Background: an optimization exercise with open tools, aiming at a short achievable clock period and few clock cycles. Do not read the settings as production practice. RTL that was checked went through simulation tests only; none was proved equivalent to the original. The RTL of runs 1, 2 and 4 was laid out without a check of its function. Power figures rest on the tool's default switching activity, not on a simulated workload.

### flow/run.sh
#!/bin/bash
# synth_recipe.tcl (not shown) runs the flow's synth.tcl, then flattens the netlist and writes it again
# the make line also repeats each setting of config.mk as NAME=value (left out here)
make -C /OpenROAD-flow-scripts/flow DESIGN_CONFIG=/design/flow/config.mk WORK_HOME=/design/flow/orfs CLKGATE_MAP_FILE= SYNTH_SCRIPT=/design/flow/synth_recipe.tcl finish
### flow/config.mk
export PLATFORM = sky130hd
export DESIGN_NAME = cpu
export DESIGN_NICKNAME = cpu
export VERILOG_FILES = /design/flow/design.v
export SDC_FILE = /design/flow/constraint.sdc
export NUM_CORES = 4
export LEC_CHECK = 0
export ABC_CLOCK_PERIOD_IN_PS = 2500
export CAP_MARGIN = 20
export CORE_MARGIN = 2
export CORE_UTILIZATION = 40
export GPL_TIMING_DRIVEN = 1
export PLACE_DENSITY = 0.6
export SETUP_SLACK_MARGIN = 5
export SLEW_MARGIN = 20
export TNS_END_PERCENT = 100
### flow/constraint.sdc
create_clock -name core_clock -period 9.0 [get_ports {clk}]
set_input_delay 1.8000 -clock core_clock [delete_from_list [all_inputs] [get_ports {clk}]]
set_output_delay 1.8000 -clock core_clock [all_outputs]
set_load 0.01 [all_outputs]
### flow/design.v
module cpu (
    input clk,
    input rst,
    output logic [31:0] i_addr,
    input  logic [31:0] i_rdata,
    output logic        i_read,
    input  logic        i_resp,
    output logic [31:0] d_addr,
    input  logic [31:0] d_rdata,
    output logic [31:0] d_wdata,
    output logic [3:0]  d_byte_enable,
    output logic        d_read,
    output logic        d_write,
    input  logic        d_resp
);
localparam int BI = 4;             
localparam int BN = 1 << BI;       
localparam int BT = 30 - BI;       
logic [31:0] pc;
logic          btb_v   [BN];
logic [BT-1:0] btb_tag [BN];
logic [29:0]   btb_tgt [BN];
logic        ifid_v;
logic [31:0] ifid_ir;
logic [31:0] ifid_pc;
logic        ifid_pt;              
logic [29:0] ifid_ptgt;            
logic        idex_v;
logic [31:0] idex_a, idex_b, idex_sd, idex_alt, idex_tgt, idex_jd0, idex_jd1;
logic [29:0] idex_pc;
logic [4:0]  idex_rd;
logic        idex_ld, idex_st, idex_br, idex_jal, idex_jalr, idex_pred, idex_pt;
logic [2:0]  idex_f3;
logic        idex_t_eq, idex_t_ne, idex_t_lt, idex_t_ge, idex_t_ltu, idex_t_geu;
logic        idex_sub, idex_s_sum, idex_s_sh, idex_s_xor, idex_s_or, idex_s_and,
             idex_s_slt, idex_s_sltu, idex_s_link, idex_sh_r, idex_sh_a;
logic [31:0] exmem_res;
logic [31:0] exmem_wdata;
logic [3:0]  exmem_be;
logic [4:0]  exmem_rd;
logic        exmem_ld, exmem_st;
logic [2:0]  exmem_f3;
logic          bw_en, bw_set;
logic [BI-1:0] bw_idx;
logic [BT-1:0] bw_tag;
logic [29:0]   bw_tgt;
logic [31:0] memwb_res;
logic [4:0]  memwb_rd;
logic [31:0] res, ld_data;
logic [31:0] rf [1:31];
logic freeze;      
logic stall_lu;    
logic ex_redir, id_redir;
logic [31:0] ex_target, id_target;
assign freeze = (exmem_ld | exmem_st) & ~d_resp;
assign i_addr = pc;
assign i_read = 1'b1;
wire [BI-1:0] f_idx = pc[BI+1:2];
wire          f_hit = btb_v[f_idx] && (btb_tag[f_idx] == pc[31:BI+2]);
wire [29:0]   f_tgt = btb_tgt[f_idx];
logic [31:0] pc_next;
always_comb begin
    if (rst)
        pc_next = 32'h00000060;
    else if (id_redir)
        pc_next = id_target;
    else if (stall_lu || !i_resp)
        pc_next = pc;
    else if (f_hit)
        pc_next = {f_tgt, 2'b00};
    else
        pc_next = pc + 32'd4;
end
always_ff @(posedge clk) begin
    if (!freeze || rst)
        pc <= ex_redir ? ex_target : pc_next;
end
always_ff @(posedge clk) begin
    if (rst) begin
        ifid_v <= 1'b0;
    end else if (!freeze) begin
        if (ex_redir || id_redir)
            ifid_v <= 1'b0;
        else if (!stall_lu)
            ifid_v <= i_resp;
    end
end
always_ff @(posedge clk) begin
    if (!freeze && !stall_lu) begin
        ifid_ir   <= i_rdata;
        ifid_pc   <= pc;
        ifid_pt   <= f_hit;
        ifid_ptgt <= f_tgt;
    end
end
wire [4:0] op  = ifid_ir[6:2];
wire [4:0] rd  = ifid_ir[11:7];
wire [2:0] f3  = ifid_ir[14:12];
wire [4:0] rs1 = ifid_ir[19:15];
wire [4:0] rs2 = ifid_ir[24:20];
wire       f7b5 = ifid_ir[30];
wire is_lui   = (op == 5'b01101);
wire is_auipc = (op == 5'b00101);
wire is_jal   = (op == 5'b11011);
wire is_jalr  = (op == 5'b11001);
wire is_br    = (op == 5'b11000);
wire is_load  = (op == 5'b00000);
wire is_store = (op == 5'b01000);
wire is_opimm = (op == 5'b00100);
wire is_opreg = (op == 5'b01100);
wire is_alu   = is_opimm | is_opreg;
wire use_rs1 = is_jalr | is_br | is_load | is_store | is_alu;
wire use_rs2 = is_br | is_store | is_opreg;
wire writes  = is_lui | is_auipc | is_jal | is_jalr | is_load | is_alu;
wire [31:0] imm_i = {{20{ifid_ir[31]}}, ifid_ir[31:20]};
wire [31:0] imm_s = {{20{ifid_ir[31]}}, ifid_ir[31:25], ifid_ir[11:7]};
wire [31:0] imm_b = {{19{ifid_ir[31]}}, ifid_ir[31], ifid_ir[7], ifid_ir[30:25], ifid_ir[11:8], 1'b0};
wire [31:0] imm_u = {ifid_ir[31:12], 12'b0};
wire [31:0] imm_j = {{11{ifid_ir[31]}}, ifid_ir[31], ifid_ir[19:12], ifid_ir[20], ifid_ir[30:21], 1'b0};
wire rs1_nz = (rs1 != 5'd0);
wire rs2_nz = (rs2 != 5'd0);
wire m1_ex  = rs1_nz && (idex_rd == rs1);
wire m2_ex  = rs2_nz && (idex_rd == rs2);
wire m1_mem = rs1_nz && (exmem_rd == rs1);
wire m2_mem = rs2_nz && (exmem_rd == rs2);
wire m1_wb  = rs1_nz && (memwb_rd == rs1);
wire m2_wb  = rs2_nz && (memwb_rd == rs2);
logic [31:0] rv1, rv2;
always_comb begin
    if (!rs1_nz)      rv1 = 32'd0;
    else if (m1_mem)  rv1 = exmem_res;
    else if (m1_wb)   rv1 = memwb_res;
    else              rv1 = rf[rs1];
    if (!rs2_nz)      rv2 = 32'd0;
    else if (m2_mem)  rv2 = exmem_res;
    else if (m2_wb)   rv2 = memwb_res;
    else              rv2 = rf[rs2];
end
wire f1_ex  = m1_ex;
wire f1_ld  = !m1_ex && m1_mem && exmem_ld;
wire f2_ex  = m2_ex;
wire f2_ld  = !m2_ex && m2_mem && exmem_ld;
assign stall_lu = ifid_v && idex_ld && ((use_rs1 && m1_ex) || (use_rs2 && m2_ex));
wire [31:0] pc_plus4 = ifid_pc + 32'd4;
wire [31:0] pc_imm   = ifid_pc + (ifid_ir[3] ? imm_j : imm_b);   
wire        pred_tk  = is_br && (ifid_pt || ifid_ir[31]);
assign id_redir  = ifid_v && !stall_lu && !ifid_pt && (is_jal || (is_br && ifid_ir[31]));
assign id_target = pc_imm;
wire [31:0] jd0 = {ifid_ptgt, 2'b00} - imm_i;
logic sub, s_sum, s_sh, s_xor, s_or, s_and, s_slt, s_sltu, s_link, sh_r, sh_a;
always_comb begin
    sub = 1'b0; s_sum = 1'b0; s_sh = 1'b0; s_xor = 1'b0; s_or = 1'b0; s_and = 1'b0;
    s_slt = 1'b0; s_sltu = 1'b0; s_link = 1'b0; sh_r = 1'b0; sh_a = 1'b0;
    if (is_alu) begin
        case (f3)
            3'b000: begin s_sum = 1'b1; sub = is_opreg & f7b5; end
            3'b001: begin s_sh = 1'b1; end
            3'b010: begin s_slt = 1'b1; end
            3'b011: begin s_sltu = 1'b1; end
            3'b100: begin s_xor = 1'b1; end
            3'b101: begin s_sh = 1'b1; sh_r = 1'b1; sh_a = f7b5; end
            3'b110: begin s_or = 1'b1; end
            default: begin s_and = 1'b1; end
        endcase
    end else if (is_jal || is_jalr) begin
        s_link = 1'b1;
    end else begin
        s_sum = 1'b1;
    end
end
logic [31:0] a_val, b_val, sd_val;
always_comb begin
    if (is_lui)                  a_val = 32'd0;
    else if (is_auipc)           a_val = ifid_pc;
    else                         a_val = rv1;
    if (is_opreg || is_br)       b_val = rv2;
    else if (is_lui || is_auipc) b_val = imm_u;
    else if (is_store)           b_val = imm_s;
    else                         b_val = imm_i;
    sd_val = (is_jal || is_jalr) ? pc_plus4 : rv2;
end
wire a_reg  = use_rs1;
wire b_reg  = is_opreg | is_br;
wire sa_ex  = a_reg & f1_ex;
wire sa_ld  = a_reg & f1_ld;
wire sb_ex  = b_reg & f2_ex;
wire sb_ld  = b_reg & f2_ld;
wire ss_ex  = is_store & f2_ex;
wire ss_ld  = is_store & f2_ld;
always_ff @(posedge clk) begin
    if (rst) begin
        idex_v <= 1'b0;
        idex_rd <= 5'd0;
        idex_ld <= 1'b0;
        idex_st <= 1'b0;
        idex_br <= 1'b0;
        idex_jal <= 1'b0;
        idex_jalr <= 1'b0;
    end else if (!freeze) begin
        if (ex_redir || stall_lu || !ifid_v) begin
            idex_v <= 1'b0;
            idex_rd <= 5'd0;
            idex_ld <= 1'b0;
            idex_st <= 1'b0;
            idex_br <= 1'b0;
            idex_jal <= 1'b0;
            idex_jalr <= 1'b0;
        end else begin
            idex_v <= 1'b1;
            idex_rd <= writes ? rd : 5'd0;
            idex_ld <= is_load;
            idex_st <= is_store;
            idex_br <= is_br;
            idex_jal <= is_jal;
            idex_jalr <= is_jalr;
        end
    end
end
always_ff @(posedge clk) begin
    if (!freeze) begin
        idex_a   <= sa_ex ? res : (sa_ld ? ld_data : a_val);
        idex_b   <= sb_ex ? res : (sb_ld ? ld_data : b_val);
        idex_sd  <= ss_ex ? res : (ss_ld ? ld_data : sd_val);
        idex_alt <= pred_tk ? pc_plus4 : pc_imm;   
        idex_tgt <= pc_imm;
        idex_jd0 <= jd0;
        idex_jd1 <= jd0 + 32'd1;
        idex_pc  <= ifid_pc[31:2];
        idex_pred <= pred_tk;
        idex_pt  <= ifid_pt;
        idex_f3  <= f3;
        idex_t_eq  <= (f3 == 3'b000);
        idex_t_ne  <= (f3 == 3'b001);
        idex_t_lt  <= (f3 == 3'b100);
        idex_t_ge  <= (f3 == 3'b101);
        idex_t_ltu <= (f3 == 3'b110);
        idex_t_geu <= (f3 == 3'b111);
        idex_sub <= sub;
        idex_s_sum <= s_sum;
        idex_s_sh <= s_sh;
        idex_s_xor <= s_xor;
        idex_s_or <= s_or;
        idex_s_and <= s_and;
        idex_s_slt <= s_slt;
        idex_s_sltu <= s_sltu;
        idex_s_link <= s_link;
        idex_sh_r <= sh_r;
        idex_sh_a <= sh_a;
    end
end
wire [31:0] opa = idex_a;
wire [31:0] opb = idex_b;
wire [31:0] sdv = idex_sd;
wire [31:0] sum = idex_sub ? (opa - opb) : (opa + opb);
wire        eq  = (opa == opb);
wire        ltu = (opa < opb);
wire        lt  = ($signed(opa) < $signed(opb));
wire [4:0]  shamt = opb[4:0];
logic [31:0] sh_in, sh_out, sh_rev;
always_comb begin
    for (int i = 0; i < 32; i++) sh_in[i] = idex_sh_r ? opa[i] : opa[31 - i];
    sh_rev = $unsigned($signed({idex_sh_a & sh_in[31], sh_in}) >>> shamt);
    for (int i = 0; i < 32; i++) sh_out[i] = idex_sh_r ? sh_rev[i] : sh_rev[31 - i];
end
always_comb begin
    res = ({32{idex_s_sum}} & sum)
        | ({32{idex_s_sh}}  & sh_out)
        | ({32{idex_s_xor}} & (opa ^ opb))
        | ({32{idex_s_or}}  & (opa | opb))
        | ({32{idex_s_and}} & (opa & opb))
        | ({32{idex_s_link}} & idex_sd);
    res[0] = res[0] | (idex_s_slt & lt) | (idex_s_sltu & ltu);
end
wire taken = (idex_t_eq & eq) | (idex_t_ne & ~eq) | (idex_t_lt & lt) | (idex_t_ge & ~lt)
           | (idex_t_ltu & ltu) | (idex_t_geu & ~ltu);
wire jalr_ok = idex_pt && ((opa == idex_jd0) || (opa == idex_jd1));
assign ex_redir  = idex_br ? (taken != idex_pred) : (idex_jalr && !jalr_ok);
assign ex_target = idex_jalr ? {sum[31:1], 1'b0} : idex_alt;
always_ff @(posedge clk) begin
    if (rst) begin
        bw_en <= 1'b0;
    end else begin
        bw_en  <= !freeze && (idex_jal || idex_jalr || idex_br);
        bw_set <= !idex_br || taken;
        bw_idx <= idex_pc[BI-1:0];
        bw_tag <= idex_pc[29:BI];
        bw_tgt <= idex_jalr ? sum[31:2] : idex_tgt[31:2];
    end
end
always_ff @(posedge clk) begin
    if (rst) begin
        for (int i = 0; i < BN; i++) btb_v[i] <= 1'b0;
    end else if (bw_en) begin
        btb_v[bw_idx]   <= bw_set;
        btb_tag[bw_idx] <= bw_tag;
        btb_tgt[bw_idx] <= bw_tgt;
    end
end
logic [31:0] st_data;
logic [3:0]  st_be;
always_comb begin
    case (idex_f3[1:0])
        2'b00: begin
            st_data = {4{sdv[7:0]}};
            st_be = 4'b0001 << sum[1:0];
        end
        2'b01: begin
            st_data = {2{sdv[15:0]}};
            st_be = sum[1] ? 4'b1100 : 4'b0011;
        end
        default: begin
            st_data = sdv;
            st_be = 4'b1111;
        end
    endcase
end
always_ff @(posedge clk) begin
    if (rst) begin
        exmem_rd <= 5'd0;
        exmem_ld <= 1'b0;
        exmem_st <= 1'b0;
    end else if (!freeze) begin
        exmem_rd <= idex_rd;
        exmem_ld <= idex_ld;
        exmem_st <= idex_st;
    end
end
always_ff @(posedge clk) begin
    if (!freeze) begin
        exmem_res   <= res;
        exmem_wdata <= st_data;
        exmem_be    <= st_be;
        exmem_f3    <= idex_f3;
    end
end
assign d_addr        = {exmem_res[31:2], 2'b00};
assign d_wdata       = exmem_wdata;
assign d_byte_enable = exmem_be;
assign d_read        = exmem_ld;
assign d_write       = exmem_st;
logic [15:0] ld_half;
logic [7:0]  ld_byte;
always_comb begin
    ld_half = exmem_res[1] ? d_rdata[31:16] : d_rdata[15:0];
    ld_byte = exmem_res[0] ? ld_half[15:8] : ld_half[7:0];
    case (exmem_f3)
        3'b000:  ld_data = {{24{ld_byte[7]}}, ld_byte};
        3'b001:  ld_data = {{16{ld_half[15]}}, ld_half};
        3'b100:  ld_data = {24'd0, ld_byte};
        3'b101:  ld_data = {16'd0, ld_half};
        default: ld_data = d_rdata;
    endcase
end
always_ff @(posedge clk) begin
    if (rst) begin
        memwb_rd <= 5'd0;
    end else if (!freeze) begin
        memwb_rd <= exmem_rd;
    end
end
always_ff @(posedge clk) begin
    if (!freeze) begin
        memwb_res <= exmem_ld ? ld_data : exmem_res;
    end
end
always_ff @(posedge clk) begin
    if (rst) begin
        for (int i = 1; i < 32; i++) rf[i] <= 32'd0;
    end else if (memwb_rd != 5'd0) begin
        rf[memwb_rd] <= memwb_res;
    end
end
endmodule
==> results of run 1 <==
[worst min path at each step]
stage | startpoint | to | cells past startpoint
final | idex_pc[25]$_DFFE_PN_ | bw_tag[21]$_DFFE_PN_ | 0
after CTS | idex_pc[3]$_DFFE_PN_ | bw_idx[3]$_DFFE_PN_ | 0
after floorplan | idex_pc[0]$_DFFE_PN_ | bw_idx[0]$_DFFE_PN_ | 0
after detailed placement | idex_pc[25]$_DFFE_PN_ | bw_tag[21]$_DFFE_PN_ | 0
after global placement | idex_pc[25]$_DFFE_PN_ | bw_tag[21]$_DFFE_PN_ | 0
after global routing | idex_pc[22]$_DFFE_PN_ | bw_tag[18]$_DFFE_PN_ | 0
[sequential cells by signal, indices dropped and copies added, names as in the netlist, 30 cells and up, named ones only]
register,count
idex_sd,32
ifid_ir,30
ifid_ptgt,30
exmem_wdata,32
idex_alt,32
idex_b,32
btb_tag,416
rf,1024
btb_tgt,480
exmem_res,32
bw_tgt,30
idex_jd0,32
pc,32
ifid_pc,32
idex_pc,30
idex_tgt,30
memwb_res,32
idex_a,32
idex_jd1,32
[power breakdown]
group          switching [mW]  internal, mW  leakage, nW
Combinational            4.89          3.16         23.7
Clock                    5.02          7.11         4.70
Sequential               1.14          14.1         25.2
[cell families (layout without fill, tap and decap cells)]
logic type                 count (synthesis)  in the layout
adders and majority gates                162            162
DFF                                     2537           2537
xor gates and xnor gates                 297            297
other                                      2             53
buffers and inverters                    906           1493
muxes                                   1198           1198
AOI/OAI and AO/OA                       1357           1357
and+or+nand+nor                         2269           2271
[cell type report]
type / instances / area, um2 / area share
diodes: 18 / 45.0 / 0.000296
clock buffers: 346 / 7690 / 0.0505
clock inverters: 173 / 1940 / 0.0127
inverters: 195 / 893 / 0.00587
multi-input cells: 5320 / 52000 / 0.342
flip-flops and latches: 2537 / 75900 / 0.498
well taps: 4180 / 5230 / 0.0343
repair buffers: 774 / 8560 / 0.0562
repair inverters: 5 / 43.8 / 0.000288
[synthesized netlist by cell type (all sizes together) (33+ instances only)]
cell    instances  area, um2
o22ai          34        213
inv           194        728
o21ai         357       1790
mux2i         225       2250
mux2           66        743
nor4           41        269
nor3           53        265
nand4          37        231
a21o           41        308
o211ai         63        473
a22o           33        289
clkbuf        505       1900
and2         1024       6410
xnor2         138       1210
a211oi         51        383
nand3          82        415
a221oi         51        453
dfxtp          38        761
nor2          380       1430
ha            159       1990
a21oi         415       2080
buf           206       1070
edfxtp       2499      75000
nand2         488       1830
mux4          907      20400
a221o          38        380
xor2          159       1390
[metal layers]
metal	track usage	share of wire	vias up	wire (um)
li1	-	-	34631	-
met5	0	0.00022	-	105
met2	0.447	0.47	4821	219000
met4	0.154	0.065	16	30500
met3	0.0580	0.094	1061	44300
met1	0.358	0.37	43876	175000
[critical path, delay by kind of cell (launching register included)]
kind,cells,cell delay [ns]
AO/OA/AOI/OAI,7,1.86
buffers and inverters,6,0.83
adder cells (fa/ha/maj),1,0.51
flip-flops,1,0.37
AND/OR/NAND/NOR,1,0.20
multiplexers,1,0.17
[metrics by stage]
stage	std cells	util	hold slack, ns
after floorplan	8761	-	0.400
after global placement	12639	0.423	0.406
after detailed placement	12641	0.424	0.406
after CTS	13399	0.469	0.420
after global routing	13534	0.478	0.429
final	13548	0.478	0.420
[repair_timing]
action,in CTS,in global routing
gates cloned,32,16
gates resized for setup,476,306
endpoints found under the setup margin,1233,591
pin swaps,88,117
setup buffers,207,90
==> flow_summary.ini, run 1 <==
[logic_synthesis]
synth_area_um2 = 128000
synth_cells = 8728
synth_top_family_by_area = multiplexers
syn_area_per_cell_um2 = 14.7
synth_edf_count = 2499
synth-seq-cells = 2537
synthSimpleGateAreaFrac = 0.0934
synthAdderAreaFrac = 0.0160
synth_xor_area_frac = 0.0203
ys_seq_area_frac = 0.591
ys_warn_count = 1
synth_ff_type = edfxtp_1
async_reset_ff_frac = 0
synth-compound-area-share = 0.0674
synth_cell_type_count = 91
synthMuxAreaShare = 0.183

[floorplanning]
start_util = 0.402
fp.dieW_um = 570
dieArea_um2 = 325000
dieHeight_um = 570
core_area_um2 = 319000
rows = 207
num_io_pins = 171

[setup_path]
rrSetupSlack_ns = 4.75
critPathLaunch = idex_b[21]$_DFFE_PN_
cp-endpoint = pc[30]$_DFFE_PP_
startpoint_type = flop
cp-end-kind = flop
path_max_fanout = 9
cp_data_arrival_time_ns = 4.87
crit_required_ns = 9.62
r2r_start = idex_b[21]$_DFFE_PN_
critPathSlowestCell = ha_2
crit_type = flop to flop
worstPathCellList = inv_1 -> ha_2 -> inv_1 -> a21o_1 -> a21boi_0 -> o211a_2 -> o31ai_4 -> o31ai_4 -> mux2i_1 -> a211o_1 -> and2_4 -> buf_12 -> a31o_4 -> buf_8 -> clkinvlp_4 -> buf_6
r2r_end = pc[30]$_DFFE_PP_
reg2reg_depth = 16
max_stage_delay_ns = 0.51

[timing]
min_period_over_period = 0.472
tns_ns = 0
rsz0062_at_grt = yes
timing.final.ws_setup_ns = 4.75
relSlewSlack = 0.106
worst_pin_slew_ns = 1.34
finClkSkew_ns = 0.0773
hold_viol_final = 0
min_period_ns = 4.25
fmax_mhz = 235
setup_violations = 0
drv_slew = 0

[flow_run]
cap_violations = 0

[power_and_ir_drop]
ir_drop_mv = 0.182
p_leak_nw = 53.5
power_mw = 35.4
power_density_nw_per_um2 = 233

[clocking]
cts_root_buf = clkbuf_16
tritoncts = built
clk_pin_slew_ns = 0.06
numCtsBuffers = 291
cts_max_path_buffers = 4
insertion_delay_ns = 0.93
holdBufCountCts = 0
cts_max_level = 5
clkSinkCount = 2537

[route]
dr.pass1.iters = 7
routed_wl_um = 468000
antenna_left = 0
vias = 84405
route.detailed.drc = 0
via_per_inst = 6.23
drt_iter0_drc = 11443
drt-wirelength-per-cell_um = 34.6

[place]
gp_congestion = 0.994
post_dp_cell_area_um2 = 135000
dp_hpwl_um = 291000
dpl_worst_slack_ns = 2.40
numPortBuffers = 165

[global_route]
antenna_found_initial = 38
grt_usage = 0.280
overflow = 0
grt_max_degree = 146
grt_pass1_vias = 82392
grt_first_pass_wirelength_um = 642000

[final_layout]
nets = 9354
fill_cells = 27076
fin_area_um2 = 152000
area_delta_synth_final_pct = 18.8
drive_above_1_share = 0.270
layout_commonest_cell = edfxtp_1
final_cell_mix = edfxtp_1, and2_1, mux4_2, nand2_1, buf_4

[worst_hold_path]
hp-class = flop to flop

[run_status]
status = no timing/DRC/antenna violations
==> inputs of run 2 (changes only) <==
==> flow/flow/run.sh (new file) <==
#!/bin/bash
set -o pipefail
cp standard.sh standard.sh.txt
export SETUP_SLACK_MARGIN=6
bash standard.sh > standard.log 2>&1
==> flow/standard.sh (new file) <==
#!/bin/bash
# synth_recipe.tcl (not shown) runs the flow's synth.tcl, then flattens the netlist and writes it again
# the make line also repeats each setting of config.mk as NAME=value (left out here)
make -C /OpenROAD-flow-scripts/flow DESIGN_CONFIG=/design/flow/config.mk WORK_HOME=/design/flow/orfs CLKGATE_MAP_FILE= SYNTH_SCRIPT=/design/flow/synth_recipe.tcl "${@:-finish}"
--- a/flow/config.mk
+++ b/flow/config.mk
@@ -11,6 +11,5 @@
 export CORE_UTILIZATION = 40
 export GPL_TIMING_DRIVEN = 1
 export PLACE_DENSITY = 0.6
-export SETUP_SLACK_MARGIN = 5
 export SLEW_MARGIN = 20
 export TNS_END_PERCENT = 100
removed: flow/run.sh
==> run 2 against run 1 <==
Compared with the run above: sequential share of layout area shrank 3.0 points; via count is 5.9% higher; clock skew fell by 0.00057 ns; design area grew 6.3%; die area unchanged; clock-buffer cell count down 1; area after synthesis unchanged; sequential power about the same; first-iteration DRC count increased by 15%; critical path depth did not move; largest power group unchanged.
==> flow_summary.ini, run 2 <==
[route]
drt-wirelength-per-cell_um = 35.9
antenna_left = 0
via_per_inst = 6.37
dr.pass1.iters = 9
drt_iter0_drc = 13170
route.detailed.drc = 0
vias = 89407
routed_wl_um = 505000

[floorplanning]
num_io_pins = 171
rows = 207
dieArea_um2 = 325000
start_util = 0.402
dieHeight_um = 570
core_area_um2 = 319000
fp.dieW_um = 570

[worst_hold_path]
hp-class = flop to flop
min_from = idex_pc[5]$_DFFE_PN_
whs_path_depth = 0
min_to = bw_tag[1]$_DFFE_PN_

[timing]
worst_pin_slew_ns = 1.22
hold_viol_final = 0
timing.final.ws_setup_ns = 4.80
holdWs_ns = 0.420
tns_ns = 0
min_period_ns = 4.20
min_period_over_period = 0.466
setup_violations = 0
drv_slew = 0
relSlewSlack = 0.186
finClkSkew_ns = 0.0767
fmax_mhz = 238
rsz0062_at_grt = yes

[place]
dp_hpwl_um = 294000
numPortBuffers = 165
gp_congestion = 0.981
dpl_worst_slack_ns = 2.28
post_dp_cell_area_um2 = 135000

[logic_synthesis]
synth_edf_count = 2499
synth_area_um2 = 128000
synth.most_common_cell = edfxtp_1
async_reset_ff_frac = 0
synth_cell_type_count = 91
post-synth-top-area-fraction = 0.585
ys_warn_count = 1
yosysTopAreaCell = edfxtp_1
synthTopCellsByCount = edfxtp_1, and2_1, mux4_2
ys_seq_area_frac = 0.591
synth_ff_type = edfxtp_1
synth_cells = 8728
synth_area_leaders = edfxtp_1, mux4_2, and2_1
synth-seq-cells = 2537
syn_area_per_cell_um2 = 14.7

[clocking]
insertion_delay_ns = 0.93
holdBufCountCts = 0
clkSinkCount = 2537
tritoncts = built
cts_max_level = 5
numCtsBuffers = 284
cts_root_buf = clkbuf_16
cts_max_path_buffers = 4
clk_pin_slew_ns = 0.06

[global_route]
antenna_found_initial = 35
grt_pass1_vias = 85537
grt_usage = 0.299
grt_first_pass_wirelength_um = 679000
grt_max_degree = 83
overflow = 0

[setup_path]
critPathSlowestCell = edfxtp_1
cp-end-kind = flop
crit_type = flop to flop
rrSetupSlack_ns = 4.80
worstPathCellList = inv_2 -> ha_4 -> nor4_4 -> nand4_1 -> nor2_4 -> mux2i_4 -> nand2b_1 -> or4_4 -> nor2_4 -> nor4_4 -> and2_4 -> buf_12 -> a31o_4 -> buf_8 -> buf_4 -> mux2_4
reg2reg_depth = 16
crit_required_ns = 9.80
max_stage_delay_ns = 0.56
startpoint_type = flop
cp_data_arrival_time_ns = 5.00
path_max_fanout = 5
r2r_start = idex_a[1]$_DFFE_PN_

[power_and_ir_drop]
power_mw = 36.3
p_leak_nw = 57.8
power_density_nw_per_um2 = 224
ir_drop_mv = 0.207

[final_layout]
top_register = rf
reg.largest.list = rf: 1024 flops, btb_tgt: 480 flops, btb_tag: 416 flops
largest_reg_flops = 1024
fill_cells = 26146
fin_area_um2 = 162000
drive_above_1_share = 0.362
nets = 9870
layout_commonest_cell = edfxtp_1
area_delta_synth_final_pct = 26.3
final_cell_mix = edfxtp_1, and2_1, mux4_2, buf_4, nand2_1

[run_status]
status = no timing/DRC/antenna violations

[flow_run]
cap_violations = 0
run 2: report_power, final:
part           switching (mW)  total, mW  leakage (nW)  internal, mW
Sequential               1.21       15.3          25.2          14.1
Clock                    4.91       11.5          4.34          6.54
Combinational            5.46       9.50          28.3          4.04
Total                    11.6       36.3          57.8          24.7
run 2: cell families after synthesis:
kind of cell               synth area share
muxes                                 0.183
adders and majority gates            0.0160
other                             0.0000586
DFF                                   0.591
xor gates and xnor gates             0.0203
and+or+nand+nor                      0.0934
AOI/OAI and AO/OA                    0.0674
buffers and inverters                0.0289
run 2: worst max-delay path by stage:
stage | end | startpoint | cells past startpoint
after CTS | pc[30]$_DFFE_PP_ | idex_a[0]$_DFFE_PN_ | 20
after global routing | pc[21]$_DFFE_PP_ | idex_b[24]$_DFFE_PN_ | 17
after detailed placement | pc[28]$_DFFE_PP_ | idex_b[4]$_DFFE_PN_ | 14
final | flop | idex_a[1]$_DFFE_PN_ | 16
after global placement | pc[29]$_DFFE_PP_ | idex_b[4]$_DFFE_PN_ | 14
after floorplan | btb_v[0]$_SDFFCE_PN0P_ | rst | 7
run 2: layout make-up:
type	instances	area [um2]	area share
antenna	13	32.5	0.000201
clock buffer	345	7530	0.0465
clock inverter	146	1400	0.00862
inverter	195	916	0.00566
multi-input combinational	5320	55400	0.342
sequential	2537	75900	0.469
tap	4180	5230	0.0323
timing repair buffer	1288	15300	0.0946
timing repair inverter	14	190	0.00117
run 2: per-layer routing:
| layer | routed length [um] | GRT usage | vias up |
|---|---|---|---|
| met5 | 113 | 0 | - |
| met3 | 55000 | 0.0668 | 1337 |
| li1 | - | - | 35734 |
| met4 | 37000 | 0.181 | 16 |
| met2 | 233000 | 0.472 | 6038 |
| met1 | 180000 | 0.377 | 46282 |
run 2: what timing repair did:
item                        CTS  global route
gates resized for setup    1732           667
buffers inserted            538           233
setup endpoints to repair  3573          1190
pin swaps                   290           345
cloned                       84            32
run 2: through the flow:
stage               utilization  cells
finish                    0.508  14038
global route              0.508  14027
CTS                       0.490  13738
detailed placement        0.423  12625
global placement          0.423  12622
floorplan                     -   8761
run 2: worst max-delay path: cells and delay by family (launching register included):
kind / cells / cell delay [ns]
AND/OR/NAND/NOR: 8 / 1.86
multiplexers: 2 / 0.58
flip-flops: 1 / 0.56
buffers and inverters: 4 / 0.52
adder cells (fa/ha/maj): 1 / 0.30
AO/OA/AOI/OAI: 1 / 0.25
==> inputs of run 3 (changes only) <==
--- a/flow/design.v
+++ b/flow/design.v
@@ -259,7 +259,7 @@
 logic [31:0] sh_in, sh_out, sh_rev;
 always_comb begin
     for (int i = 0; i < 32; i++) sh_in[i] = idex_sh_r ? opa[i] : opa[31 - i];
-    sh_rev = $unsigned($signed({idex_sh_a & sh_in[31], sh_in}) >>> shamt);
+    sh_rev = $signed({idex_sh_a & sh_in[31], sh_in}) >>> shamt;
     for (int i = 0; i < 32; i++) sh_out[i] = idex_sh_r ? sh_rev[i] : sh_rev[31 - i];
 end
 always_comb begin
==> flow/run.sh (new file) <==
#!/bin/bash
# synth_recipe.tcl (not shown) runs the flow's synth.tcl, then flattens the netlist and writes it again
# the make line also repeats each setting of config.mk as NAME=value (left out here)
make -C /OpenROAD-flow-scripts/flow DESIGN_CONFIG=/design/flow/config.mk WORK_HOME=/design/flow/orfs CLKGATE_MAP_FILE= SYNTH_SCRIPT=/design/flow/synth_recipe.tcl finish
--- a/flow/config.mk
+++ b/flow/config.mk
@@ -11,5 +11,6 @@
 export CORE_UTILIZATION = 40
 export GPL_TIMING_DRIVEN = 1
 export PLACE_DENSITY = 0.6
+export SETUP_SLACK_MARGIN = 5
 export SLEW_MARGIN = 20
 export TNS_END_PERCENT = 100
removed: flow/flow/run.sh
removed: flow/standard.sh
==> run 3 against run 2 <==
Compared with the run above: worst hold slack barely moved; combinational power down 15%; design area fell by 5.9%; cell count is 3.5% lower; register-to-register slack lost 0.05 ns; largest cell class unchanged; largest power group unchanged; area after synthesis unchanged; clock power rose by 5%; clock skew is 0.00057 ns higher; fmax fell by 1.1%; die area unchanged; setup slack worse by 0.049 ns.
==> flow_summary.ini, run 3 <==
[run_status]
status = no timing/DRC/antenna violations

[clocking]
cts_max_level = 5
cts_max_path_buffers = 4
insertion_delay_ns = 0.93
cts_root_buf = clkbuf_16
tritoncts = built
numCtsBuffers = 291
clk_pin_slew_ns = 0.06
clkSinkCount = 2537

[floorplanning]
num_io_pins = 171
rows = 207
dieHeight_um = 570
fp.dieW_um = 570
start_util = 0.402
dieArea_um2 = 325000
core_area_um2 = 319000

[setup_path]
path_max_fanout = 9
path_buf_inv = 6
reg2reg_depth = 16
cp_data_arrival_time_ns = 4.87
cp-end-kind = flop
max_stage_delay_ns = 0.51
crit_required_ns = 9.62
rrSetupSlack_ns = 4.75
worstPathCellList = inv_1 -> ha_2 -> inv_1 -> a21o_1 -> a21boi_0 -> o211a_2 -> o31ai_4 -> o31ai_4 -> mux2i_1 -> a211o_1 -> and2_4 -> buf_12 -> a31o_4 -> buf_8 -> clkinvlp_4 -> buf_6
crit_type = flop to flop
startpoint_type = flop
cp_top_family = compound AO/OA/AOI/OAI gates
r2r_end = pc[30]$_DFFE_PP_
r2r_start = idex_b[21]$_DFFE_PN_
critPathSlowestCell = ha_2

[logic_synthesis]
syn_area_per_cell_um2 = 14.7
ys_warn_count = 1
synth-seq-cells = 2537
synth_cells = 8728
synthTopCellsByCount = edfxtp_1, and2_1, mux4_2
synth_area_leaders = edfxtp_1, mux4_2, and2_1
synth.most_common_cell = edfxtp_1
synth_cell_type_count = 91
post-synth-top-area-fraction = 0.585
synth_ff_type = edfxtp_1
synthSimpleGateAreaFrac = 0.0934
ys_seq_area_frac = 0.591
synth_area_um2 = 128000
async_reset_ff_frac = 0
synth_xor_area_frac = 0.0203
synth_top_family_by_area = multiplexers
synthMuxAreaShare = 0.183
synth-compound-area-share = 0.0674
synth_edf_count = 2499
synthAdderAreaFrac = 0.0160
yosysTopAreaCell = edfxtp_1

[final_layout]
reg.largest.list = rf: 1024 flops, btb_tgt: 480 flops, btb_tag: 416 flops
top_register = rf
largest_reg_flops = 1024
final_core_utilization = 0.478
nets = 9354
drive_above_1_share = 0.270
final_cell_mix = edfxtp_1, and2_1, mux4_2, nand2_1, buf_4
area_delta_synth_final_pct = 18.8
layout_commonest_cell = edfxtp_1

[place]
numPortBuffers = 165
gp_congestion = 0.994
dp_hpwl_um = 291000

[timing]
rsz0062_at_grt = yes
tns_ns = 0
holdWs_ns = 0.420
fmax_mhz = 235
worst_pin_slew_ns = 1.34
hold_viol_final = 0
setup_violations = 0
finClkSkew_ns = 0.0773
relSlewSlack = 0.106
min_period_ns = 4.25
min_period_over_period = 0.472
drv_slew = 0

[route]
via_per_inst = 6.23
drt_iter0_drc = 11443
routed_wl_um = 468000
drt-wirelength-per-cell_um = 34.6
vias = 84405
antenna_left = 0
route.detailed.drc = 0
dr.pass1.iters = 7

[global_route]
grt_usage = 0.280
overflow = 0
grt_pass1_vias = 82392
antenna_found_initial = 38
grt_first_pass_wirelength_um = 642000
grt_max_degree = 146

[worst_hold_path]
hp-class = flop to flop
min_from = idex_pc[25]$_DFFE_PN_
min_to = bw_tag[21]$_DFFE_PN_
whs_path_depth = 0

[power_and_ir_drop]
p_leak_nw = 53.5
power_density_nw_per_um2 = 233
ir_drop_mv = 0.182

[flow_run]
cap_violations = 0
[run 3: cell counts after synthesis]
No cell type changed its count.
[run 3: layer usage]
layer	vias to the layer above	global-route usage	share of wire
li1	34631	-	-
met1	43876	0.358	0.37
met2	4821	0.447	0.47
met3	1061	0.0580	0.094
met4	16	0.154	0.065
met5	-	0	0.00022
[run 3: repair_timing]
item                       in CTS  in global routing
pin swaps                      88                117
setup endpoints to repair    1233                591
hold endpoints to repair        0                  0
resized for setup             476                306
hold buffers                    0                  0
cloned                         32                 16
setup buffers                 207                 90
[run 3: cells by family (layout without fill, tap and decap cells)]
kind of cell,count (synthesis),count (layout)
compound gates,1357,1357
xor+xnor,297,297
fa+ha+maj,162,162
buf+inv,906,1493
flops,2537,2537
mux,1198,1198
other cells,2,53
simple gates,2269,2271
[run 3: layout make-up]
type	instances	area (um2)
fillers	27076	166000
clock inverters	173	1940
flip-flops and latches	2537	75900
repair inverters	5	43.8
clock buffers	346	7690
diodes	18	45.0
well taps	4180	5230
inverters	195	893
repair buffers	774	8560
multi-input cells	5320	52000
[run 3: power breakdown]
part / internal (mW) / switching, mW
combinational: 3.16 / 4.89
clock: 7.11 / 5.02
sequential: 14.1 / 1.14
total: 24.4 / 11.0
[run 3: worst max path at each step]
| stage | from | end | slack, ns | cells past startpoint |
|---|---|---|---|---|
| after global placement | idex_a[27]$_DFFE_PN_ | pc[27]$_DFFE_PP_ | 2.41 | 13 |
| after floorplan | idex_b[0]$_DFFE_PN_ | pc[10]$_DFFE_PP_ | 4.23 | 17 |
| after CTS | idex_b[12]$_DFFE_PN_ | flop | 4.74 | 17 |
| after detailed placement | idex_a[27]$_DFFE_PN_ | pc[27]$_DFFE_PP_ | 2.40 | 13 |
| final | idex_b[21]$_DFFE_PN_ | pc[30]$_DFFE_PP_ | 4.75 | 16 |
| after global routing | idex_b[21]$_DFFE_PN_ | pc[30]$_DFFE_PP_ | 4.71 | 16 |
[run 3: through the flow]
step / total power, mW / cells / cell area (um2) / setup slack [ns]
5_1_grt: 36.4 / 13534 / 152000 / 4.71
2_1_floorplan: 18.9 / 8761 / 129000 / 4.23
4_1_cts: 34.7 / 13399 / 149000 / 4.74
3_5_place_dp: 22.0 / 12641 / 135000 / 2.40
6_report: 35.4 / 13548 / 152000 / 4.75
3_3_place_gp: 21.9 / 12639 / 135000 / 2.41
Testbench counts of run 3, summed over its fixed seeds: cycles 101,834.
==> inputs of run 4 (changes only) <==
--- a/flow/design.v
+++ b/flow/design.v
@@ -25,15 +25,21 @@
 logic [31:0] ifid_pc;
 logic        ifid_pt;              
 logic [29:0] ifid_ptgt;            
+logic [31:0] ifid_pc4;             
+logic [18:0] ifid_hb_inc, ifid_hb_dec;    
+logic [10:0] ifid_hj_inc, ifid_hj_dec;    
 logic        idex_v;
 logic [31:0] idex_a, idex_b, idex_sd, idex_alt, idex_tgt, idex_jd0, idex_jd1;
+logic [31:0] idex_an;              
+logic [31:0] idex_bx;              
+logic [4:0]  idex_shn;             
 logic [29:0] idex_pc;
 logic [4:0]  idex_rd;
 logic        idex_ld, idex_st, idex_br, idex_jal, idex_jalr, idex_pred, idex_pt;
 logic [2:0]  idex_f3;
 logic        idex_t_eq, idex_t_ne, idex_t_lt, idex_t_ge, idex_t_ltu, idex_t_geu;
-logic        idex_sub, idex_s_sum, idex_s_sh, idex_s_xor, idex_s_or, idex_s_and,
-             idex_s_slt, idex_s_sltu, idex_s_link, idex_sh_r, idex_sh_a;
+logic        idex_sub, idex_s_sum, idex_s_sll, idex_s_srx, idex_s_xor, idex_s_or, idex_s_and,
+             idex_s_slt, idex_s_sltu, idex_s_link, idex_sh_a;
 logic [31:0] exmem_res;
 logic [31:0] exmem_wdata;
 logic [3:0]  exmem_be;
@@ -59,6 +65,7 @@
 wire          f_hit = btb_v[f_idx] && (btb_tag[f_idx] == pc[31:BI+2]);
 wire [29:0]   f_tgt = btb_tgt[f_idx];
 logic [31:0] pc_next;
+wire  [31:0] pc_seq = pc + 32'd4;
 always_comb begin
     if (rst)
         pc_next = 32'h00000060;
@@ -69,7 +76,7 @@
     else if (f_hit)
         pc_next = {f_tgt, 2'b00};
     else
-        pc_next = pc + 32'd4;
+        pc_next = pc_seq;
 end
 always_ff @(posedge clk) begin
     if (!freeze || rst)
@@ -91,6 +98,11 @@
         ifid_pc   <= pc;
         ifid_pt   <= f_hit;
         ifid_ptgt <= f_tgt;
+        ifid_pc4  <= pc_seq;
+        ifid_hb_inc <= pc[31:13] + 19'd1;
+        ifid_hb_dec <= pc[31:13] - 19'd1;
+        ifid_hj_inc <= pc[31:21] + 11'd1;
+        ifid_hj_dec <= pc[31:21] - 11'd1;
     end
 end
 wire [4:0] op  = ifid_ir[6:2];
@@ -141,24 +153,44 @@
 wire f2_ex  = m2_ex;
 wire f2_ld  = !m2_ex && m2_mem && exmem_ld;
 assign stall_lu = ifid_v && idex_ld && ((use_rs1 && m1_ex) || (use_rs2 && m2_ex));
-wire [31:0] pc_plus4 = ifid_pc + 32'd4;
-wire [31:0] pc_imm   = ifid_pc + (ifid_ir[3] ? imm_j : imm_b);   
+wire [31:0] pc_plus4 = ifid_pc4;
+wire [13:0] br_lo = {1'b0, ifid_pc[12:0]} + {1'b0, imm_b[12:0]};
+wire [21:0] jl_lo = {1'b0, ifid_pc[20:0]} + {1'b0, imm_j[20:0]};
+logic [18:0] br_hi;
+logic [10:0] jl_hi;
+always_comb begin
+    case ({imm_b[31], br_lo[13]})
+        2'b01:   br_hi = ifid_hb_inc;
+        2'b10:   br_hi = ifid_hb_dec;
+        default: br_hi = ifid_pc[31:13];
+    endcase
+    case ({imm_j[31], jl_lo[21]})
+        2'b01:   jl_hi = ifid_hj_inc;
+        2'b10:   jl_hi = ifid_hj_dec;
+        default: jl_hi = ifid_pc[31:21];
+    endcase
+end
+wire [31:0] pc_br  = {br_hi, br_lo[12:0]};
+wire [31:0] pc_jal = {jl_hi, jl_lo[20:0]};
+wire [31:0] pc_imm = ifid_ir[3] ? pc_jal : pc_br;   
 wire        pred_tk  = is_br && (ifid_pt || ifid_ir[31]);
 assign id_redir  = ifid_v && !stall_lu && !ifid_pt && (is_jal || (is_br && ifid_ir[31]));
 assign id_target = pc_imm;
+wire [12:0] imm_i_m1 = {imm_i[11], imm_i[11:0]} - 13'd1;
 wire [31:0] jd0 = {ifid_ptgt, 2'b00} - imm_i;
-logic sub, s_sum, s_sh, s_xor, s_or, s_and, s_slt, s_sltu, s_link, sh_r, sh_a;
+wire [31:0] jd1 = {ifid_ptgt, 2'b00} - {{19{imm_i_m1[12]}}, imm_i_m1};
+logic sub, s_sum, s_sll, s_srx, s_xor, s_or, s_and, s_slt, s_sltu, s_link, sh_a;
 always_comb begin
-    sub = 1'b0; s_sum = 1'b0; s_sh = 1'b0; s_xor = 1'b0; s_or = 1'b0; s_and = 1'b0;
-    s_slt = 1'b0; s_sltu = 1'b0; s_link = 1'b0; sh_r = 1'b0; sh_a = 1'b0;
+    sub = 1'b0; s_sum = 1'b0; s_sll = 1'b0; s_srx = 1'b0; s_xor = 1'b0; s_or = 1'b0; s_and = 1'b0;
+    s_slt = 1'b0; s_sltu = 1'b0; s_link = 1'b0; sh_a = 1'b0;
     if (is_alu) begin
         case (f3)
             3'b000: begin s_sum = 1'b1; sub = is_opreg & f7b5; end
-            3'b001: begin s_sh = 1'b1; end
+            3'b001: begin s_sll = 1'b1; end
             3'b010: begin s_slt = 1'b1; end
             3'b011: begin s_sltu = 1'b1; end
             3'b100: begin s_xor = 1'b1; end
-            3'b101: begin s_sh = 1'b1; sh_r = 1'b1; sh_a = f7b5; end
+            3'b101: begin s_srx = 1'b1; sh_a = f7b5; end
             3'b110: begin s_or = 1'b1; end
             default: begin s_and = 1'b1; end
         endcase
@@ -216,15 +248,20 @@
         end
     end
 end
+wire [31:0] a_fwd = sa_ex ? res : (sa_ld ? ld_data : a_val);
+wire [31:0] b_fwd = sb_ex ? res : (sb_ld ? ld_data : b_val);
 always_ff @(posedge clk) begin
     if (!freeze) begin
-        idex_a   <= sa_ex ? res : (sa_ld ? ld_data : a_val);
-        idex_b   <= sb_ex ? res : (sb_ld ? ld_data : b_val);
+        idex_a   <= a_fwd;
+        idex_an  <= ~a_fwd;
+        idex_b   <= b_fwd;
+        idex_bx  <= b_fwd ^ {32{sub}};
+        idex_shn <= ~b_fwd[4:0];
         idex_sd  <= ss_ex ? res : (ss_ld ? ld_data : sd_val);
         idex_alt <= pred_tk ? pc_plus4 : pc_imm;   
         idex_tgt <= pc_imm;
         idex_jd0 <= jd0;
-        idex_jd1 <= jd0 + 32'd1;
+        idex_jd1 <= jd1;
         idex_pc  <= ifid_pc[31:2];
         idex_pred <= pred_tk;
         idex_pt  <= ifid_pt;
@@ -237,34 +274,48 @@
         idex_t_geu <= (f3 == 3'b111);
         idex_sub <= sub;
         idex_s_sum <= s_sum;
-        idex_s_sh <= s_sh;
+        idex_s_sll <= s_sll;
+        idex_s_srx <= s_srx;
         idex_s_xor <= s_xor;
         idex_s_or <= s_or;
         idex_s_and <= s_and;
         idex_s_slt <= s_slt;
         idex_s_sltu <= s_sltu;
         idex_s_link <= s_link;
-        idex_sh_r <= sh_r;
         idex_sh_a <= sh_a;
     end
 end
 wire [31:0] opa = idex_a;
 wire [31:0] opb = idex_b;
 wire [31:0] sdv = idex_sd;
-wire [31:0] sum = idex_sub ? (opa - opb) : (opa + opb);
-wire        eq  = (opa == opb);
-wire        ltu = (opa < opb);
-wire        lt  = ($signed(opa) < $signed(opb));
-wire [4:0]  shamt = opb[4:0];
-logic [31:0] sh_in, sh_out, sh_rev;
-always_comb begin
-    for (int i = 0; i < 32; i++) sh_in[i] = idex_sh_r ? opa[i] : opa[31 - i];
-    sh_rev = $signed({idex_sh_a & sh_in[31], sh_in}) >>> shamt;
-    for (int i = 0; i < 32; i++) sh_out[i] = idex_sh_r ? sh_rev[i] : sh_rev[31 - i];
-end
+wire [32:0] sum33 = {opa, 1'b1} + {idex_bx, idex_sub};
+wire [31:0] sum   = sum33[32:1];
+logic eq, ltu, lt;
+always_comb begin
+    logic [31:0] l, e, ln, en;
+    for (int i = 0; i < 32; i++) begin
+        l[i] = idex_an[i] & opb[i];
+        e[i] = idex_an[i] ^ opb[i];
+    end
+    for (int d = 1; d < 32; d = d * 2) begin
+        ln = l; en = e;
+        for (int i = 0; i + d < 32; i += 2 * d) begin
+            ln[i] = l[i + d] | (e[i + d] & l[i]);
+            en[i] = e[i + d] & e[i];
+        end
+        l = ln; e = en;
+    end
+    eq  = e[0];
+    ltu = l[0];
+    lt  = (idex_an[31] ^ opb[31]) ? l[0] : ~idex_an[31];
+end
+wire [4:0]  shamt = ~idex_shn;
+wire [31:0] sh_l  = opa << shamt;
+wire [31:0] sh_r  = $unsigned($signed({idex_sh_a & opa[31], opa}) >>> shamt);
 always_comb begin
     res = ({32{idex_s_sum}} & sum)
-        | ({32{idex_s_sh}}  & sh_out)
+        | ({32{idex_s_sll}} & sh_l)
+        | ({32{idex_s_srx}} & sh_r)
         | ({32{idex_s_xor}} & (opa ^ opb))
         | ({32{idex_s_or}}  & (opa | opb))
         | ({32{idex_s_and}} & (opa & opb))
@@ -273,7 +324,7 @@
 end
 wire taken = (idex_t_eq & eq) | (idex_t_ne & ~eq) | (idex_t_lt & lt) | (idex_t_ge & ~lt)
            | (idex_t_ltu & ltu) | (idex_t_geu & ~ltu);
-wire jalr_ok = idex_pt && ((opa == idex_jd0) || (opa == idex_jd1));
+wire jalr_ok = idex_pt && ((~idex_an == idex_jd0) || (~idex_an == idex_jd1));
 assign ex_redir  = idex_br ? (taken != idex_pred) : (idex_jalr && !jalr_ok);
 assign ex_target = idex_jalr ? {sum[31:1], 1'b0} : idex_alt;
 always_ff @(posedge clk) begin
==> run 4 against run 3 <==
Compared with the run above: synthesized cell count grew 5.6%; sequential power grew 7%; routed wire length grew 7.5%; largest cell class unchanged; die area grew 6.4%.
==> flow_summary.ini, run 4 <==
[run_status]
status = no timing/DRC/antenna violations

[final_layout]
top_register = rf
nets = 9880
regArea_um2 = 80600
area_delta_synth_final_pct = 16.7
multi_input_area_um2 = 54300
drive_above_1_share = 0.255
layout_commonest_cell = edfxtp_1
final_core_utilization = 0.469
largest_reg_flops = 1024
reg.largest.list = rf: 1024 flops, btb_tgt: 480 flops, btb_tag: 416 flops
fill_cells = 29327
final_cell_mix = edfxtp_1, and2_1, mux4_2, buf_4, nand2_1

[clocking]
holdBufCountCts = 0
clkSinkCount = 2694
cts_root_buf = clkbuf_16
insertion_delay_ns = 0.94
tritoncts = built
numCtsBuffers = 303
cts_max_path_buffers = 4
clk_pin_slew_ns = 0.06
cts_max_level = 5

[global_route]
grt_usage = 0.283
overflow = 0
grt_first_pass_wirelength_um = 688000
grt_max_degree = 160
grt_pass1_vias = 87149
antenna_found_initial = 58

[worst_hold_path]
hp-class = flop to flop

[logic_synthesis]
syn_area_per_cell_um2 = 14.8
synth_area_um2 = 136000
post-synth-top-area-fraction = 0.585
synth-seq-cells = 2694
synth_edf_count = 2656
synth_area_leaders = edfxtp_1, mux4_2, and2_1
ys_seq_area_frac = 0.590
synth_ff_type = edfxtp_1
async_reset_ff_frac = 0
synthTopCellsByCount = edfxtp_1, and2_1, mux4_2
synth_cells = 9213
synth_cell_type_count = 92
yosysTopAreaCell = edfxtp_1
synth.most_common_cell = edfxtp_1
ys_warn_count = 1

[setup_path]
reg2reg_depth = 16
crit_type = flop to flop
critPathSlowestCell = edfxtp_1
critPathLaunch = ifid_pc[12]$_DFFE_PP_
rrSetupSlack_ns = 4.66
cp-endpoint = pc[30]$_DFFE_PP_
r2r_end = pc[30]$_DFFE_PP_
cp_data_arrival_time_ns = 5.00
worstPathCellList = ha_1 -> and2_1 -> a22o_1 -> a311o_1 -> nor3b_4 -> o31ai_2 -> nand2b_1 -> a21o_1 -> ha_4 -> buf_8 -> mux2i_2 -> nor2_1 -> a211oi_2 -> buf_4 -> o211ai_1 -> o22ai_1
crit_required_ns = 9.66
cp-end-kind = flop
max_stage_delay_ns = 0.83
startpoint_type = flop
path_max_fanout = 6
r2r_start = ifid_pc[12]$_DFFE_PP_

[timing]
worst_pin_slew_ns = 1.28
finClkSkew_ns = 0.0871
tns_ns = 0
fmax_mhz = 230
drv_slew = 0
rsz0062_at_grt = yes
timing.final.ws_setup_ns = 4.66
min_period_over_period = 0.483
relSlewSlack = 0.146
hold_viol_final = 0
min_period_ns = 4.34
setup_violations = 0

[power_and_ir_drop]
power_density_nw_per_um2 = 228
p_leak_nw = 56.5
ir_drop_mv = 0.174

[floorplanning]
num_io_pins = 171
dieHeight_um = 588
dieArea_um2 = 346000
fp.dieW_um = 588
core_area_um2 = 340000
rows = 214
start_util = 0.402

[place]
dp_hpwl_um = 319000
numPortBuffers = 165
gp_congestion = 0.997
dpl_worst_slack_ns = 3.18

[route]
via_per_inst = 6.27
drt_iter0_drc = 13877
route.detailed.drc = 0
antenna_left = 0
drt-wirelength-per-cell_um = 35.0
routed_wl_um = 504000
vias = 90122
dr.pass1.iters = 7

[flow_run]
cap_violations = 0
run 4: worst min-delay path by stage:
stage                            to  slack, ns  depth (start not counted)                  start
2_1_floorplan   bw_idx[0]$_DFFE_PN_       0.40                          0   idex_pc[0]$_DFFE_PN_
3_3_place_gp   bw_tag[16]$_DFFE_PN_       0.41                          0  idex_pc[20]$_DFFE_PN_
3_5_place_dp   bw_tag[17]$_DFFE_PN_       0.40                          0  idex_pc[21]$_DFFE_PN_
4_1_cts        bw_tag[11]$_DFFE_PN_       0.39                          0  idex_pc[15]$_DFFE_PN_
5_1_grt        bw_tag[11]$_DFFE_PN_       0.38                          0  idex_pc[15]$_DFFE_PN_
6_report       bw_tag[11]$_DFFE_PN_       0.38                          0  idex_pc[15]$_DFFE_PN_
run 4: final cells by class:
type,count,area share
inverters,231,0.00587
well taps,4536,0.0357
diodes,22,0.000346
multi-input cells,5588,0.341
flip-flops and latches,2694,0.506
repair buffers,769,0.0505
clock inverters,172,0.0101
clock buffers,372,0.0501
run 4: through the flow:
stage	total power [mW]	hold slack, ns	cells	area, um2
floorplan	19.8	0.400	9246	137000
global placement	23.0	0.411	13461	143000
detailed placement	23.2	0.405	13465	144000
CTS	35.8	0.386	14236	157000
global route	37.2	0.380	14366	159000
finish	36.3	0.378	14384	159000
run 4: cell families (layout without fill, tap and decap cells):
group / Yosys count / in the layout / share of synthesized area
DFF: 2694 / 2694 / 0.590
and+or+nand+nor: 2313 / 2316 / 0.0895
AOI/OAI and AO/OA: 1372 / 1373 / 0.0654
muxes: 1282 / 1282 / 0.181
buffers and inverters: 968 / 1544 / 0.0299
xor gates and xnor gates: 357 / 357 / 0.0229
adders and majority gates: 225 / 225 / 0.0208
other: 2 / 57 / 0.0000551
run 4: timing repair:
| action | 4_1_cts | 5_1_grt |
|---|---|---|
| endpoints found under the setup margin | 854 | 311 |
| gates cloned | 19 | 9 |
| gates resized for setup | 374 | 153 |
| buffers inserted | 208 | 101 |
| pin swaps | 87 | 80 |
run 4: where the power goes:
| part | internal, mW | switching [mW] | leakage [nW] |
|---|---|---|---|
| clock | 7.03 | 5.22 | 4.69 |
| sequential | 15.0 | 1.33 | 26.9 |
| combinational | 3.07 | 4.66 | 24.9 |
run 4: routing by layer:
| metal | vias to the layer above | global-route usage | part of all wire |
|---|---|---|---|
| met1 | 47142 | 0.387 | 0.39 |
| met5 | - | 0 | 0.00032 |
| li1 | 36489 | - | - |
| met2 | 5487 | 0.429 | 0.45 |
| met4 | 24 | 0.138 | 0.056 |
| met3 | 980 | 0.0599 | 0.11 |
run 4: critical path: cells and delay by family (launching register included):
kind	cells	cell delay, ns
AND/OR/NAND/NOR	4	0.63
multiplexers	1	0.07
adder cells (fa/ha/maj)	2	0.73
AO/OA/AOI/OAI	7	1.45
buffers and inverters	2	0.32
flip-flops	1	0.83

afterwards: timing with drivers on the ports:
The flow's constraints put no driver on any port. The routed layouts listed below were extracted and timed again, unchanged, in two steps. Step 1 (the two cells are an assumption about what drives the block):
set clk [get_ports {clk}]
set_driving_cell -lib_cell sky130_fd_sc_hd__clkbuf_16 $clk
set_driving_cell -lib_cell sky130_fd_sc_hd__buf_2 [delete_from_list [all_inputs] $clk]
Step 2, shift: input delay + t, output delay - t, t = (earliest + latest rising clock arrival at the registers) / 2. This alone moves slack from input paths to output paths. a / b / c = ideal / step 1 / step 2; a / b = the first two.
| run | t (ns) | setup slack, ns | worst hold slack (ns) | worst data-port slew with drivers (ns) | pins driven straight from the clock port |
|---|---|---|---|---|---|
| run 1 | 0.995 | 4.753 / 4.753 / 3.982 | 0.420 / 0.420 / 0.420 | 0.22 | 1 |
| run 2 | 0.984 | 4.802 / 4.802 / 4.500 | 0.420 / 0.420 / 0.420 | 0.21 | 1 |
| run 3 | 0.995 | 4.753 / 4.753 / 3.982 | 0.420 / 0.420 / 0.420 | 0.22 | 1 |
| run 4 | 1.000 | 4.657 / 4.657 / 4.074 | 0.378 / 0.378 / 0.378 | 0.17 | 1 |
After both steps setup and hold are still met in every run listed.
